This is an optimization exercise on Yosys and OpenROAD, whose aim is small area and a short achievable clock period, not a production implementation.
The RTL was checked by simulation tests, not by an equivalence proof against the original design.

==> build 37 <==
==> flow/design.v (excerpt) <==
module ParzenWindow_NP (
    input  logic        clk_i,
    input  logic        rst_i,
    input  logic [9:0]  tri_i,
    output logic [25:0] win_o
);
==> flow/config.mk <==
export PLATFORM = sky130hd
export DESIGN_NAME = ParzenWindow_NP
export DESIGN_NICKNAME = ParzenWindow_NP
export VERILOG_FILES = /design/flow/design.v
export SDC_FILE = /design/flow/constraint.sdc
export NUM_CORES = 4
export LEC_CHECK = 0
export ABC_AREA = 1
export CAP_MARGIN = 60
export CORE_MARGIN = 2
export CORE_UTILIZATION = 60
export CTS_BUF_LIST = sky130_fd_sc_hd__clkbuf_8
export SLEW_MARGIN = 60
export SYNTH_HIERARCHICAL = 1
export SYNTH_MINIMUM_KEEP_SIZE = 0
export SETUP_SLACK_MARGIN = 7
export BUFFER_PORTS_ARGS = -buffer_cell sky130_fd_sc_hd__buf_2
==> flow/constraint.sdc <==
create_clock -name core_clock -period 16.0 [get_ports {clk_i}]
set_input_delay 3.2000 -clock core_clock [delete_from_list [all_inputs] [get_ports {clk_i}]]
set_output_delay 3.2000 -clock core_clock [all_outputs]
set_load 0.01 [all_outputs]
standard.sh (not shown) runs the stock make flow with config.mk's settings and CLKGATE_MAP_FILE= SYNTH_SCRIPT=/design/flow/synth_recipe.tcl, a recipe that flattens the netlist after the stock synthesis.
==> flow/flow/run.sh <==
#!/bin/bash
# Layout flow: the standard flow (standard.sh, unchanged, including its
# synthesis) with two extra ORFS settings appended to the work copy of config.mk:
#  - a larger setup-slack target for OpenROAD's timing repair, so the resizer
#    keeps sizing/buffering critical paths past the default target;
set -euo pipefail
MARGIN=${PW_SETUP_MARGIN:-7}
{
  echo "export SETUP_SLACK_MARGIN = ${MARGIN}"
  echo "export BUFFER_PORTS_ARGS = -buffer_cell sky130_fd_sc_hd__buf_2"
} >> config.mk
bash standard.sh > flow_standard.log 2>&1
==> inputs of trial 46, as changes to build 37 <==
--- a/flow/flow/run.sh
+++ b/flow/flow/run.sh
@@ -5,5 +5,5 @@
 #    keeps sizing/buffering critical paths past the default target;
 set -euo pipefail
-MARGIN=${PW_SETUP_MARGIN:-7}
+MARGIN=${PW_SETUP_MARGIN:-6.75}
 {
   echo "export SETUP_SLACK_MARGIN = ${MARGIN}"
- ABC_AREA: 1 -> unset
- CTS_BUF_LIST: sky130_fd_sc_hd__clkbuf_8 -> sky130_fd_sc_hd__clkbuf_4 sky130_fd_sc_hd__clkbuf_8
- SETUP_SLACK_MARGIN: 7 -> 6.75
==> inputs of trial 58, as changes to build 37 <==
--- a/flow/flow/run.sh
+++ b/flow/flow/run.sh
@@ -5,5 +5,5 @@
 #    keeps sizing/buffering critical paths past the default target;
 set -euo pipefail
-MARGIN=${PW_SETUP_MARGIN:-7}
+MARGIN=${PW_SETUP_MARGIN:-6.75}
 {
   echo "export SETUP_SLACK_MARGIN = ${MARGIN}"
- SETUP_SLACK_MARGIN: 7 -> 6.75
==> inputs of trial 40, as changes to build 37 <==
--- a/flow/flow/run.sh
+++ b/flow/flow/run.sh
@@ -5,5 +5,5 @@
 #    keeps sizing/buffering critical paths past the default target;
 set -euo pipefail
-MARGIN=${PW_SETUP_MARGIN:-7}
+MARGIN=${PW_SETUP_MARGIN:-6.75}
 {
   echo "export SETUP_SLACK_MARGIN = ${MARGIN}"
- ABC_AREA: 1 -> unset
- SETUP_SLACK_MARGIN: 7 -> 6.75
==> comparison table <==
Status: trial 58 complete, no violations; build 37 complete, no violations; trial 46 complete, no violations; trial 40 complete, no violations
Worst slack after detailed placement: trial 58 6150 ps; build 37 6260 ps; trial 46 5990 ps; trial 40 5990 ps
Fill cell total of the finished layout: trial 58 1303; build 37 1295; trial 46 1105; trial 40 1105
Non-clock buffer contribution to total cell area: trial 58 3.01%; build 37 3.30%; trial 46 4.65%; trial 40 4.65%
Post-CTS setup buffers: trial 58 0; build 37 0; trial 46 2; trial 40 2
Clk cell area share: trial 58 1.07%; build 37 1.24%; trial 46 1.30%; trial 40 1.30%
F_max: trial 58 112 MHz; build 37 113 MHz; trial 46 110 MHz; trial 40 110 MHz
Sum of buffers and inverters on the critical path: trial 58 5; build 37 4; trial 46 1; trial 40 1
Global Route met2 Usage: trial 58 44.1%; build 37 44.4%; trial 46 45.3%; trial 40 45.3%
Post-synthesis simple-gate area fraction: trial 58 17.1%; build 37 17.1%; trial 46 14.4%; trial 40 14.4%
Data required time of the worst path: trial 58 16240 ps; build 37 16190 ps; trial 46 16190 ps; trial 40 16190 ps
Instance area after placement: trial 58 0.00908 sq mm; build 37 0.00914 sq mm; trial 46 0.00884 sq mm; trial 40 0.00884 sq mm
Met3 wire len: trial 58 440 um; build 37 582 um; trial 46 731 um; trial 40 731 um
Final Cycle Share: trial 58 55.9%; build 37 55.3%; trial 46 56.6%; trial 40 56.6%
Fraction of final layout cells sized beyond drive strength 1: trial 58 5.99%; build 37 7.02%; trial 46 12.0%; trial 40 12.0%
Maximum number of pins on one net before global-route repair: trial 58 31; build 37 31; trial 46 33; trial 40 33
Floorplan die height: trial 58 126 um; build 37 126 um; trial 46 123 um; trial 40 123 um
Number of non-clock inverters: trial 58 193; build 37 193; trial 46 66; trial 40 66

## separate check: timing with driven ports
The flow's constraints put no driver on any port. The routed layouts listed below were extracted and timed again, unchanged, in two steps.
Step 1 sets driving cells, clkbuf_16 on the clock port and buf_2 on the other inputs (assumed; they add their load-dependent delay and slew).
Step 2 also shifts input and output timing later by t, the mid clock arrival at the registers, as if the neighbouring blocks saw the same clock.
Slacks: no drivers / after step 1 / after step 2; pairs: no drivers / after step 1.
run	t (ns)	setup slack, ns	hold WS [ns]
build 37	0.336	7.157 / 7.136 / 6.800	3.127 / 3.117 / 3.453
trial 46	0.327	6.946 / 6.929 / 6.602	3.110 / 3.106 / 3.433
trial 58	0.325	7.061 / 7.044 / 6.719	3.139 / 3.132 / 3.456
trial 40	0.327	6.946 / 6.929 / 6.602	3.110 / 3.106 / 3.433
After both steps setup and hold are still met in every run listed. For build 37, which loses most, drivers alone change the setup slack by -0.021 ns; drivers and shift together by -0.357 ns.
